From an optimization exercise on the open Yosys and OpenROAD flow, aimed at small area and a short achievable clock period; shortcuts taken in it are not production practice.
At most, simulation tests tie the RTL to the original design; equivalence was not proved.
The RTL of run 1 was laid out without a check of its function.
Power and IR drop assume default switching activity.

## design/flow/flow/run.sh

```bash
#!/bin/bash
# Layout: the standard flow (standard.sh: standard synthesis, floorplan,
# placement, CTS, routing), unchanged except that the port buffers are
# made from sky130_fd_sc_hd__buf_1 rather than ORFS's default delay-buffer
# cell; every port still gets its buffer, and the resizer upsizes the ones
# timing needs. The make output goes to standard.log here; the tools' own
# logs are under orfs/logs/.
set -euo pipefail
export BUFFER_PORTS_ARGS="-buffer_cell sky130_fd_sc_hd__buf_1"
bash standard.sh > standard.log 2>&1
```

## design/flow/standard.sh

```bash
#!/bin/bash
# synth_recipe.tcl (not shown) runs the flow's synth.tcl, then flattens the netlist and writes it again
# the make line also repeats each setting of config.mk as NAME=value (left out here)
make -C /OpenROAD-flow-scripts/flow DESIGN_CONFIG=/design/flow/config.mk WORK_HOME=/design/flow/orfs CLKGATE_MAP_FILE= SYNTH_SCRIPT=/design/flow/synth_recipe.tcl "${@:-finish}"
```

## design/flow/config.mk

```make
export PLATFORM = sky130hd
export DESIGN_NAME = PCPU
export DESIGN_NICKNAME = PCPU
export VERILOG_FILES = /design/flow/design.v
export SDC_FILE = /design/flow/constraint.sdc
export NUM_CORES = 4
export LEC_CHECK = 0
export CAP_MARGIN = 20
export CORE_MARGIN = 2
export CORE_UTILIZATION = 40
export CTS_BUF_LIST = sky130_fd_sc_hd__clkbuf_16
export CTS_CLUSTER_DIAMETER = 80
export CTS_CLUSTER_SIZE = 24
export SETUP_SLACK_MARGIN = 3.2
export SLEW_MARGIN = 20
export TNS_END_PERCENT = 20
```

## design/flow/constraint.sdc

```tcl
create_clock -name core_clock -period 7.5 [get_ports {clock}]
set_input_delay 1.5000 -clock core_clock [delete_from_list [all_inputs] [get_ports {clock}]]
set_output_delay 1.5000 -clock core_clock [all_outputs]
set_load 0.01 [all_outputs]
```

## design/flow/design.v

```verilog
`timescale 1ns / 1ps
module ALU(
	input [4:0] op,
	input cf,
	input sub,		 
	input cincf,		 
	input arith,		 
	input store,		 
	input [3:0] offset,
	input [15:0] operandA,
	input [15:0] operandB,
	output [15:0] ALUo,
	output zero,
	output cout
);
	wire is_and = op == 5'b01101;
	wire is_xor = op == 5'b01111;
	wire is_not = op == 5'b10011;
	wire is_sll = op == 5'b00100;
	wire is_sla = op == 5'b00110;
	wire is_shr = op == 5'b00101 || op == 5'b00111;
	wire is_or = !(arith || is_and || is_xor || is_not || is_sll ||
		is_sla || is_shr);
	wire cin = cincf ? cf ^ sub : sub;
	wire [15:0] badd = store ? {12'd0, offset} : operandB;
	wire [15:0] bx = badd ^ {16{sub}};
	wire [17:0] s = {1'b0, operandA, 1'b1} + {1'b0, bx, cin};
	wire [15:0] sum = s[16:1];
	assign cout = s[17] ^ sub;
	wire left = op[1:0] == 2'b00 || op[1:0] == 2'b10;	 
	reg [15:0] arev;
	integer i;
	always @(*)
		for (i = 0; i < 16; i = i + 1)
			arev[i] = operandA[15 - i];
	wire [15:0] sin = left ? arev : operandA;
	wire fill = op == 5'b00111 && operandA[15];
	wire [15:0] sr = $signed({fill, sin}) >>> operandB[3:0];
	reg [15:0] srrev;
	always @(*)
		for (i = 0; i < 16; i = i + 1)
			srrev[i] = sr[15 - i];
	wire [15:0] shl = {is_sla ? operandA[15] : srrev[15], srrev[14:0]};
	wire [15:0] other =
		({16{is_and}} & (operandA & operandB)) |
		({16{is_or}} & (operandA | operandB)) |
		({16{is_xor}} & (operandA ^ operandB)) |
		({16{is_not}} & ~operandA) |
		({16{is_sll || is_sla}} & shl) |
		({16{is_shr}} & sr);
	assign ALUo = ({16{arith}} & sum) | other;
	assign zero = ALUo == 16'd0;
endmodule
`timescale 1ns / 1ps
module PCPU(
	input clock,
	input [15:0] d_datain,
	input enable,
	input [15:0] i_datain,
	input reset,
	input [3:0] select_y,
	input start,
	output [7:0] d_addr,
	output [15:0] d_dataout,
	output d_we,
	output [7:0] i_addr,
	output [15:0] y,
	input show_gr
);
	reg [7:0] pc;
	reg [15:0] id_ir;
	reg [4:0] ex_op, mem_op;
	reg [2:0] ex_r1, mem_r1, wb_r1;
	reg wb_halt, wb_we, wb_fw;	 
	reg [15:0] reg_A, reg_B, reg_C, reg_C1;
	reg [15:0] smdr1;
	reg [3:0] ex_off;	 
	reg ex_sub, ex_cincf, ex_arith, ex_store;	 
	reg [2:0] flags;  
	reg dw;
	reg state;
	reg [15:0] gr[0:7];	 
	reg [7:0] gr_ok;	 
	wire run = state == 1'b1;
	assign d_dataout = smdr1;
	assign d_we = dw;
	assign d_addr = reg_C[7:0];
	assign i_addr = pc;
	always @(posedge clock) begin
		if (reset)
			state <= 1'b0;
		else if (state == 1'b0)
			state <= enable && start;
		else
			state <= enable && !wb_halt;
	end
	function fwd_op(input [4:0] op);
		fwd_op = op == 5'b00010 || op[4:2] == 3'b001 ||
			(op[4:3] == 2'b01 && op != 5'b01100) || op[4:2] == 3'b100;
	endfunction
	function [7:0] dec8(input [2:0] r);
		dec8 = 8'd1 << r;
	endfunction
	function [15:0] grsel(input [7:0] s, input [127:0] g);
		integer k;
		begin
			grsel = 16'd0;
			for (k = 0; k < 8; k = k + 1)
				grsel = grsel | ({16{s[k]}} & g[16*k +: 16]);
		end
	endfunction
	wire [127:0] grv = {gr[7], gr[6], gr[5], gr[4], gr[3], gr[2], gr[1], gr[0]};
	always @(posedge clock or posedge reset) begin
		if (reset)
			gr_ok <= 8'd0;
		else if (run && wb_we)
			gr_ok[wb_r1] <= 1'b1;
	end
	always @(posedge clock) begin
		if (run && wb_we)
			gr[wb_r1] <= reg_C1;
	end
	wire [4:0] id_op = id_ir[15:11];
	wire [2:0] id_r1 = id_ir[10:8];
	wire [4:0] pk_op = i_datain[15:11];
	wire pk_rr = pk_op == 5'b01000 || pk_op == 5'b10001 || pk_op == 5'b01010 ||
		pk_op == 5'b10010 || pk_op[4:2] == 3'b011;
	wire pk_a_r1 = pk_op == 5'b10000 || pk_op == 5'b01001 || pk_op == 5'b01011 ||
		pk_op == 5'b11001 || pk_op[4:1] == 4'b1101 || pk_op[4:2] == 3'b111;
	wire pk_a_none = pk_op[4:1] == 4'b0000 || pk_op == 5'b11000 ||
		pk_op[4:2] == 3'b101;
	wire [2:0] pk_ra = pk_a_r1 ? i_datain[10:8] : i_datain[6:4];
	wire miss = id_op == 5'b00010 &&
		((!pk_a_none && id_r1 == pk_ra) || (pk_rr && id_r1 == i_datain[2:0]));
	reg pc_jump;
	always @(*) begin
		case (mem_op)
			5'b11000, 5'b11001: pc_jump = 1'b1;
			5'b11010:  pc_jump = flags[1];
			5'b11011: pc_jump = !flags[1];
			5'b11100:  pc_jump = flags[2];
			5'b11101: pc_jump = !flags[2];
			5'b11110:  pc_jump = flags[0];
			5'b11111: pc_jump = !flags[0];
			default: pc_jump = 1'b0;
		endcase
	end
	always @(posedge clock or posedge reset) begin
		if (reset) begin
			id_ir <= 16'd0;
			pc <= 8'd0;
		end else if (run) begin
			id_ir <= (pc_jump || miss) ? 16'd0 : i_datain;
			if (pc_jump)
				pc <= reg_C[7:0];
			else if (!wb_halt && !miss)
				pc <= pc + 8'd1;
		end
	end
	wire [15:0] w_ALUo;
	wire w_cout, w_zero;
	wire id_store = id_op == 5'b00011;
	wire id_rr = id_op == 5'b01000 || id_op == 5'b10001 || id_op == 5'b01010 ||
		id_op == 5'b10010 || id_op[4:2] == 3'b011;
	wire id_a_r1 = id_op == 5'b10000 || id_op == 5'b01001 || id_op == 5'b01011 ||
		id_op == 5'b11001 || id_op[4:1] == 4'b1101 || id_op[4:2] == 3'b111;
	wire id_a_none = id_op[4:1] == 4'b0000 || id_op == 5'b11000 ||
		id_op[4:2] == 3'b101;
	wire id_b_imm = id_op == 5'b11000 || id_op == 5'b10100 || id_op == 5'b01001 ||
		id_op == 5'b01011 || id_op == 5'b11001 || id_op[4:1] == 4'b1101 ||
		id_op[4:2] == 3'b111;
	wire id_b_himm = id_op == 5'b10000;
	wire id_b_val3 = id_op[4:2] == 3'b001 || id_op == 5'b00010;
	wire id_sub = id_op == 5'b01010 || id_op == 5'b01011 || id_op == 5'b01100 ||
		id_op == 5'b10010;
	wire id_cincf = id_op == 5'b10001 || id_op == 5'b10010;
	wire id_arith = id_op == 5'b00010 || id_op == 5'b00011 || id_op == 5'b10000 ||
		id_op == 5'b01000 || id_op == 5'b01001 || id_op == 5'b10001 || id_sub ||
		id_op[4:1] == 4'b1101 || id_op[4:2] == 3'b111;
	wire [2:0] ra = id_a_r1 ? id_r1 : id_ir[6:4];
	wire [2:0] rb = id_store ? id_r1 : id_ir[2:0];
	wire ex_fw = fwd_op(ex_op);
	wire mem_fw = fwd_op(mem_op);
	wire mem_load = mem_op == 5'b00010;
	wire a_ex = ex_fw && ra == ex_r1;
	wire a_mem = !a_ex && mem_fw && ra == mem_r1;
	wire a_wb = !a_ex && !(mem_fw && ra == mem_r1) && wb_fw && ra == wb_r1;
	wire a_gr = !a_ex && !(mem_fw && ra == mem_r1) && !(wb_fw && ra == wb_r1);
	wire b_ex = ex_fw && rb == ex_r1;
	wire b_mem = !b_ex && mem_fw && rb == mem_r1;
	wire b_wb = !b_ex && !(mem_fw && rb == mem_r1) && wb_fw && rb == wb_r1;
	wire b_gr = !b_ex && !(mem_fw && rb == mem_r1) && !(wb_fw && rb == wb_r1);
	wire b_memd = b_mem && mem_load && !id_store;
	wire [15:0] fwd_a =
		({16{a_ex}} & w_ALUo) |
		({16{a_mem && mem_load}} & d_datain) |
		({16{a_mem && !mem_load}} & reg_C) |
		({16{a_wb}} & reg_C1) |
		grsel(dec8(ra) & gr_ok & {8{a_gr}}, grv);
	wire [15:0] fwd_b =
		({16{b_ex}} & w_ALUo) |
		({16{b_memd}} & d_datain) |
		({16{b_mem && !b_memd}} & reg_C) |
		({16{b_wb}} & reg_C1) |
		grsel(dec8(rb) & gr_ok & {8{b_gr}}, grv);
	always @(posedge clock or posedge reset) begin
		if (reset) begin
			ex_op <= 5'b00000;
			ex_sub <= 1'b0;
			ex_cincf <= 1'b0;
			ex_arith <= 1'b0;
			ex_store <= 1'b0;
			ex_r1 <= 3'd0;
			reg_A <= 16'd0;
			reg_B <= 16'd0;
		end else if (run) begin
			ex_op <= pc_jump ? 5'b00000 : id_op;
			ex_sub <= !pc_jump && id_sub;
			ex_cincf <= !pc_jump && id_cincf;
			ex_arith <= !pc_jump && id_arith;
			ex_store <= !pc_jump && id_store;
			ex_r1 <= id_r1;
			reg_A <= {16{!id_a_none}} & fwd_a;
			reg_B <= ({16{id_rr || id_store}} & fwd_b) |
				({16{id_b_imm}} & {8'd0, id_ir[7:0]}) |
				({16{id_b_himm}} & {id_ir[7:0], 8'd0}) |
				({16{id_b_val3}} & {12'd0, id_ir[3:0]});
		end
	end
	always @(posedge clock) begin
		if (run)
			ex_off <= id_ir[3:0];
	end
	ALU alu(
		.op(ex_op),
		.cf(flags[0]),
		.sub(ex_sub),
		.cincf(ex_cincf),
		.arith(ex_arith),
		.store(ex_store),
		.offset(ex_off),
		.operandA(reg_A),
		.operandB(reg_B),
		.ALUo(w_ALUo),
		.zero(w_zero),
		.cout(w_cout)
	);
	wire strAfterLd = ex_store && mem_load && ex_r1 == mem_r1;
	wire updateZFNF = !(ex_op[4:1] == 4'b1101 || ex_op[4:2] == 3'b111);
	wire updateCF = ex_op[4:2] == 3'b010 || ex_op == 5'b10001 || ex_op == 5'b10010;
	wire dwCondition = mem_op != 5'b00001 && !wb_halt && !pc_jump && ex_store;
	always @(posedge clock or posedge reset) begin
		if (reset) begin
			mem_op <= 5'b00000;
			mem_r1 <= 3'd0;
			reg_C <= 16'd0;
			flags <= 3'd0;
			dw <= 1'b0;
		end else if (run) begin
			mem_op <= pc_jump ? 5'b00000 : ex_op;
			mem_r1 <= ex_r1;
			reg_C <= w_ALUo;
			if (updateZFNF) begin
				flags[2] <= w_ALUo[15];
				flags[1] <= w_zero;
				if (updateCF)
					flags[0] <= w_cout;
			end
			dw <= dwCondition;
		end
	end
	always @(posedge clock) begin
		if (run)
			smdr1 <= strAfterLd ? d_datain : reg_B;
	end
	wire mem_we = fwd_op(mem_op) || mem_op == 5'b10100;
	always @(posedge clock or posedge reset) begin
		if (reset) begin
			wb_halt <= 1'b0;
			wb_we <= 1'b0;
			wb_fw <= 1'b0;
			wb_r1 <= 3'd0;
		end else if (run && !wb_halt) begin
			wb_halt <= !pc_jump && mem_op == 5'b00001;
			wb_we <= !pc_jump && mem_we;
			wb_fw <= !pc_jump && mem_fw;
			wb_r1 <= mem_r1;
		end
	end
	always @(posedge clock) begin
		if (run)
			reg_C1 <= mem_load ? d_datain : reg_C;
	end
	wire [15:0] y_gr = grsel(dec8(select_y[2:0]) & gr_ok, grv);
	assign y = show_gr ? y_gr : {8'd0, pc};
endmodule
```

==> results of run 1 <==
==> final timing paths <==
check,endpoint,slack (ns)
max,y[0],3.10
min in group asynchronous,id_ir[0]$_DFFE_PP0P_,1.08
max reg2reg,reg_A[13]$_DFFE_PP0P_,3.29
min reg2reg,wb_halt$_DFFE_PP0P_,0.49
max in group asynchronous,reg_B[10]$_DFFE_PP0P_,5.05
min,wb_halt$_DFFE_PP0P_,0.49
==> synthesized netlist by cell type, types with 11 or more instances <==
master,instances
nor2_1,123
ha_1,52
a22o_1,46
o22ai_1,44
inv_1,76
clkbuf_1,98
nand2b_1,25
nand2_1,177
edfxtp_1,164
nand3_1,47
o221ai_1,15
a21boi_0,11
nand4_1,21
buf_4,12
o21ai_0,79
a211oi_1,21
a221o_1,15
nor2b_1,35
mux2_2,31
and2_1,13
a222oi_1,26
a32oi_1,11
a31oi_1,33
o211ai_1,25
a22oi_1,64
mux2i_1,48
buf_2,26
a21oi_1,80
a221oi_1,49
nor3_1,32
and3_1,23
xnor2_1,35
dfrtp_1,110
mux4_2,22
==> per-stage QoR <==
| step | hold WS [ns] | util [%] |
|---|---|---|
| floorplan | 0.423 | - |
| global placement | 0.453 | 42.5 |
| detailed placement | 0.474 | 42.5 |
| CTS | 0.490 | 45.1 |
| global route | 0.511 | 45.4 |
| finish | 0.486 | 45.4 |
==> flip-flops by register name, indices dropped and copies added (netlist names), 8 cells and up <==
register	flops
reg_C1	16
id_ir	16
reg_C	16
smdr1	16
gr_ok	8
reg_B	16
reg_A	16
gr	128
pc	8
==> cell type report <==
type | count | area, um2
Fill cell | 4467 | 25500
Multi-Input combinational cell | 1425 | 10500
Sequential cell | 275 | 7700
Timing Repair Buffer | 173 | 1110
Tap cell | 607 | 759
Clock buffer | 23 | 576
Inverter | 81 | 308
Clock inverter | 14 | 198
Antenna cell | 1 | 2.50
==> where the power goes <==
| part | total (uW) | internal [uW] | switching, uW |
|---|---|---|---|
| clock | 1300 | 655 | 649 |
| sequential | 2410 | 1860 | 553 |
| combinational | 3360 | 1290 | 2070 |
| total | 7080 | 3800 | 3280 |
==> timing repair <==
action | CTS | global route
gates resized for setup | 56 | 9
buffers inserted | 20 | 8
pin swaps | 16 | 3
setup endpoints to repair | 39 | 40
cloned | 3 | 0
==> worst max-delay path: stages <==
cell and delay, ns:
buf_12 0.11, nor4bb_4 0.34, buf_6 0.21, a22o_1 0.15, a221oi_1 0.05, a31oi_1 0.33
buf_2 0.20
==> routing by layer <==
layer | wire (um) | vias to the layer above | GRT usage (%)
met5 | 0 | - | 0
met4 | 3380 | 0 | 11.5
met3 | 7790 | 180 | 4.57
met2 | 33100 | 1198 | 45.5
met1 | 31200 | 8641 | 43.1
li1 | - | 7619 | -
==> kinds of logic after synthesis <==
group                    share of synthesized area [%]
AO/OA/AOI/OAI                                     25.4
XOR/XNOR                                          2.22
adder cells (fa/ha/maj)                           3.54
buffers and inverters                             5.20
flip-flops                                        40.6
multiplexers                                      7.06
AND/OR/NAND/NOR                                   16.0
==> results.sh, run 1 <==
export IMPL_status="no timing/DRC/antenna violations"
export IMPL_min_path_type="flip-flop to flip-flop"
export IMPL_finClkSkew_ns=0.0660
export IMPL_syn_instance_count=1931
export IMPL_synth_edf_count=164
export IMPL_worstHoldStart="wb_halt$_DFFE_PP0P_"
export IMPL_crit_required_ns=6.00
export IMPL_power_uw=7080
export IMPL_synth_top_area_cell="edfxtp_1"
export IMPL_setup_viol_count_final=0
export IMPL_insertion_delay_ns=0.59
export IMPL_whs_path_depth=1
export IMPL_arrival_ns=2.90
export IMPL_rsz0062_at_grt="yes"
export IMPL_ys_flop_type="edfxtp_1"
export IMPL_p_leak_uw=0.00765
export IMPL_io_pin_count=90
export IMPL_post_dp_hpwl_um=55200
export IMPL_fmaxAchievable_mhz=227
export IMPL_cts_hold_fix_buffers=0
export IMPL_grt_pass1_vias=16400
export IMPL_core_rowCount=79
export IMPL_cts_tree="built"
export IMPL_die_w_um=222
export IMPL_syn_nets=2025
export IMPL_h_tree_depth=1
export IMPL_drv_cap=0
export IMPL_yosys_area_top_type_share_pct=26.0
export IMPL_port_buffers=88
export IMPL_setup_tns_ns=0
export IMPL_synth_warnings=2
export IMPL_drc=0
export IMPL_viasPerCell=6.79
export IMPL_cts_clk_slew_worst_paths_ns=0.07
export IMPL_dp_cells=2530
export IMPL_grt_first_pass_wirelength_um=112000
export IMPL_worst_pin_slew_ns=1.22
export IMPL_drt_pass1_iter_count=19
export IMPL_synthesis_area_um2=19000
export IMPL_drt_total_wl_um=75500
export IMPL_wl_per_cell_um=29.1
export IMPL_vias=17600
export IMPL_mostFrequentLayoutCell="nand2_1"
export IMPL_dp_slack_ns=2.46
export IMPL_track_usage_pct=30.0
export IMPL_layout_area_overhead_vs_synth_pct=11.6
export IMPL_ys_seq_elements=275
export IMPL_start_util_pct=40.6
export IMPL_crit_fanout=7
export IMPL_final_cell_mix="nand2_1 (177), edfxtp_1 (164), nor2_1 (123)"
export IMPL_crit_path_end_kind="output port"
export IMPL_core_area_um2=46700
export IMPL_drive_above_1_share_pct=14.1
export IMPL_die_area_um2=49200
export IMPL_crit_start="select_y[1]"
export IMPL_synth_distinct_cells=104
export IMPL_stdcell_area_um2=21200
export IMPL_finalCriticalPeriod_ns=4.40
export IMPL_drv_slew=0
export IMPL_cts_root_buf="clkbuf_16"
export IMPL_synth_area_leaders="edfxtp_1 (26%), dfrtp_1 (15%), nand2_1 (3.5%), ha_1 (3.4%), mux4_2 (2.6%)"
export IMPL_gp_congestion=0.989
export IMPL_ant_nets=0
export IMPL_synth_area_per_cell_um2=9.82
export IMPL_r2r_cells=9
export IMPL_antenna_found_initial=0
export IMPL_drtIter0Drc=3116
export IMPL_clk_path_buf_depth=3
export IMPL_hold_viol=0
export IMPL_stdcell_count=2599
export IMPL_slew_headroom_pct=18.7
export IMPL_finalCritPeriodShare_pct=58.7
export IMPL_cp_start_kind="primary input"
export IMPL_worstSetupPathType="primary input to output port"
export IMPL_clock_sinks=275
export IMPL_dieHeight_um=222
export IMPL_synth_async_reset_ratio_pct=40.0
export IMPL_vdd_ir_drop_max_mv=0.188
export IMPL_nets=2072
export IMPL_cts_inserted_buffers=22
export IMPL_gr_total_overflow=0
export IMPL_setup_ws_ns=3.10
export IMPL_rr_startpoint="id_ir[14]$_DFFE_PP0P_"
export IMPL_yosysSeqAreaShare_pct=40.6
export IMPL_placed_area_um2=19900
export IMPL_grt_max_degree=92
export IMPL_power_density_nw_per_um2=334
==> run 2: changes to the inputs <==
--- a/design/flow/design.v
+++ b/design/flow/design.v
@@ -291,6 +291,6 @@
 		if (run)
 			reg_C1 <= mem_load ? d_datain : reg_C;
 	end
-	wire [15:0] y_gr = grsel(dec8(select_y[2:0]) & gr_ok, grv);
-	assign y = show_gr ? y_gr : {8'd0, pc};
+	assign y = grsel(dec8(select_y[2:0]) & gr_ok & {8{show_gr}}, grv) |
+		{8'd0, pc & {8{!show_gr}}};
 endmodule
==> design/flow/config.mk (replaced) <==
export PLATFORM = sky130hd
export DESIGN_NAME = PCPU
export DESIGN_NICKNAME = PCPU
export VERILOG_FILES = /design/flow/design.v
export SDC_FILE = /design/flow/constraint.sdc
export NUM_CORES = 4
export LEC_CHECK = 0
export CAP_MARGIN = 20
export CORE_MARGIN = 2
export CORE_UTILIZATION = 50
export CTS_BUF_LIST = sky130_fd_sc_hd__clkbuf_8
export CTS_CLUSTER_DIAMETER = 50
export CTS_CLUSTER_SIZE = 16
export SETUP_SLACK_MARGIN = 3.2
export SLEW_MARGIN = 20
export TNS_END_PERCENT = 20
==> results.sh, run 2 <==
export IMPL_status="no timing/DRC/antenna violations"
export IMPL_worst_pin_slew_ns=1.12
export IMPL_drv_cap=0
export IMPL_gp_congestion=1.02
export IMPL_grt_pass1_vias=15900
export IMPL_die_area_um2=37900
export IMPL_yosysMostFrequentCell="edfxtp_1"
export IMPL_crit_path_end_kind="output port"
export IMPL_ys_flop_type="edfxtp_1"
export IMPL_setup_tns_ns=0
export IMPL_power_density_nw_per_um2=341
export IMPL_multi_input_area_um2=10000
export IMPL_core_area_um2=35700
export IMPL_yosys_area_top_type_share_pct=27.1
export IMPL_cp_start_kind="primary input"
export IMPL_p_int_uw=3680
export IMPL_setup_viol_count_final=0
export IMPL_insertion_delay_ns=0.61
export IMPL_layout_area_overhead_vs_synth_pct=11.9
export IMPL_swShare_pct=47.0
export IMPL_core_rowCount=69
export IMPL_ant_nets=0
export IMPL_grt_max_degree=63
export IMPL_drv_slew=0
export IMPL_synth_distinct_cells=93
export IMPL_dieHeight_um=195
export IMPL_stdcell_count=2398
export IMPL_port_buffers=88
export IMPL_io_pin_count=90
export IMPL_fillCellCount=3170
export IMPL_h_tree_depth=2
export IMPL_synth_top_area_cell="edfxtp_1"
export IMPL_dp_slack_ns=2.28
export IMPL_hold_viol=0
export IMPL_clock_power_share_pct=17.6
export IMPL_fmaxAchievable_mhz=231
export IMPL_dp_cells=2293
export IMPL_synth_area_leaders="edfxtp_1 (27%), dfrtp_1 (15%), ha_1 (3.6%), nand2_1 (3.4%), a22oi_1 (3.0%)"
export IMPL_cts_hold_fix_buffers=0
export IMPL_min_path_type="flip-flop to flip-flop"
export IMPL_clk_path_buf_depth=3
export IMPL_die_w_um=195
export IMPL_antenna_found_initial=0
export IMPL_synth_async_reset_ratio_pct=40.0
export IMPL_crit_fanout=8
export IMPL_ys_top_cells_by_count="edfxtp_1 (164), nand2_1 (163), nor2_1 (125)"
export IMPL_clock_sinks=275
export IMPL_p_leak_uw=0.00743
export IMPL_nets=2005
export IMPL_finalCritPeriodShare_pct=57.8
export IMPL_drt_pass1_iter_count=10
export IMPL_post_dp_hpwl_um=50300
export IMPL_slew_headroom_pct=24.6
export IMPL_ff_latch_area_um2=7720
export IMPL_grt_first_pass_wirelength_um=107000
export IMPL_top_register="gr"
export IMPL_synthesis_area_um2=18200
export IMPL_arrival_ns=2.84
export IMPL_p_switching_uw=3270
export IMPL_syn_instance_count=1856
export IMPL_syn_nets=1950
export IMPL_finalHoldWorstSlack_ns=0.488
export IMPL_start_util_pct=50.9
export IMPL_track_usage_pct=38.2
export IMPL_r2r_slack_ns=3.29
export IMPL_setup_ws_ns=3.16
export IMPL_drive_above_1_share_pct=15.9
export IMPL_combPwrFrac_pct=46.9
export IMPL_rsz0062_at_grt="yes"
export IMPL_synth_warnings=2
export IMPL_synth_edf_count=164
export IMPL_placed_area_um2=18900
export IMPL_finClkSkew_ns=0.0426
export IMPL_vdd_ir_drop_max_mv=0.146
export IMPL_vias=17400
export IMPL_cts_inserted_buffers=34
export IMPL_drt_total_wl_um=73800
export IMPL_yosysSeqAreaShare_pct=42.3
export IMPL_finalCriticalPeriod_ns=4.34
export IMPL_drc=0
export IMPL_wl_per_cell_um=30.8
export IMPL_worstSetupPathType="primary input to output port"
export IMPL_crit_required_ns=6.00
export IMPL_drtIter0Drc=2864
export IMPL_mostFrequentLayoutCell="edfxtp_1"
export IMPL_cts_clk_slew_worst_paths_ns=0.08
export IMPL_largest_reg_flops=128
export IMPL_stdcell_area_um2=20400
export IMPL_cts_root_buf="clkbuf_8"
export IMPL_viasPerCell=7.25
export IMPL_synth_area_per_cell_um2=9.80
export IMPL_gr_total_overflow=0
export IMPL_ys_seq_elements=275
export IMPL_final_cell_mix="edfxtp_1 (164), nand2_1 (162), nor2_1 (124)"
export IMPL_pwr_share_seq_pct=35.5
export IMPL_cts_tree="built"
## run 2: cell types whose count changed in the layout (fill, tap and decap cells not counted), sizes merged, moves of 14 or more
cell / delta
a31oi: -16
nand2: -15
a21oi: +14
o22ai: -22
and3: +20
a222oi: +18
## run 2: path summary, 6_finish.rpt
check,start,to,depth (start not counted)
max reg2reg,id_ir[13]$_DFFE_PP0P_,reg_B[10]$_DFFE_PP0P_,11
min reg2reg,wb_halt$_DFFE_PP0P_,wb_halt$_DFFE_PP0P_,1
max in group asynchronous,reset,reg_B[1]$_DFFE_PP0P_,4
min,wb_halt$_DFFE_PP0P_,wb_halt$_DFFE_PP0P_,1
min in group asynchronous,reset,id_ir[11]$_DFFE_PP0P_,3
max,select_y[2],y[0],7
## run 2: area by class of cell
cell class	count	area share [%]
antenna	1	0.0123
clock buffer	35	2.37
clock inverter	26	1.34
inverter	65	1.22
multi-input combinational	1366	49.1
sequential	275	37.9
tap	461	2.83
timing repair buffer	169	5.19
## run 2: power by group through the flow
stage | Clock, uW | Combinational (uW) | Sequential (uW)
2_1_floorplan | 0 | 2260 | 2090
3_3_place_gp | 0 | 2910 | 2480
3_5_place_dp | 0 | 2940 | 2480
4_1_cts | 1240 | 3070 | 2430
5_1_grt | 1300 | 3480 | 2480
6_report | 1220 | 3260 | 2460
## run 2: timing repair
action | in CTS | in global routing
endpoints found under the hold margin | 0 | 0
setup endpoints to repair | 55 | 40
buffers inserted | 21 | 16
cloned | 4 | 1
gates resized for setup | 68 | 25
pin swaps | 18 | 10
## run 2: per-layer routing
layer  GRT usage, %  vias up  share of wire (%)  routed length (um)
li1               -     7342                  -                   -
met1           54.6     8476                 40               29700
met2           55.8     1332                 43               31500
met3           7.81      239                 12                8690
met4           17.3        0                5.3                3890
met5              0        -                  0                   0
## run 2: logic make-up after synthesis
family | count (synthesis) | synth area share (%)
xor+xnor | 51 | 2.45
simple gates | 547 | 15.0
mux | 97 | 6.66
compound gates | 613 | 25.0
fa+ha+maj | 53 | 3.69
flops | 275 | 42.3
buf+inv | 220 | 4.86
## run 2: metrics by stage
step / utilization, % / power (uW)
6_report: 57.0 / 6950
5_1_grt: 57.0 / 7260
4_1_cts: 56.3 / 6750
3_5_place_dp: 52.9 / 5420
3_3_place_gp: 52.9 / 5380
2_1_floorplan: - / 4350
## run 2: critical path, stage by stage
cell      delay [ns]
buf_4           0.16
nor2b_4         0.17
and3_4          0.24
a22o_1          0.24
a221oi_1        0.23
nand3_1         0.14
buf_1           0.15

==> static timing again, ports no longer ideal <==
How much do the figures lean on ideal ports? The routed layouts below were timed once more, with nothing changed but the port constraints.
Step 1: set_driving_cell puts a clkbuf_16 on clock and a buf_2 on each other input, an assumption about the parent block.
Step 2 also shifts input and output timing later by t, the mid clock arrival at the registers, as if the neighbouring blocks saw the same clock.
Three values: ideal ports, drivers, drivers and shift; two values: the first two.
| run | t (ns) | setup WS [ns] | worst register clock-pin slew, ns |
|---|---|---|---|
| run 1 | 0.619 | 3.096 / 3.045 / 3.045 | 0.09 / 0.09 |
| run 2 | 0.645 | 3.164 / 3.143 / 3.143 | 0.10 / 0.10 |
After both steps setup and hold are still met in every run listed. For run 1, which loses most, drivers alone change the setup slack by -0.051 ns; drivers and shift together by -0.051 ns.
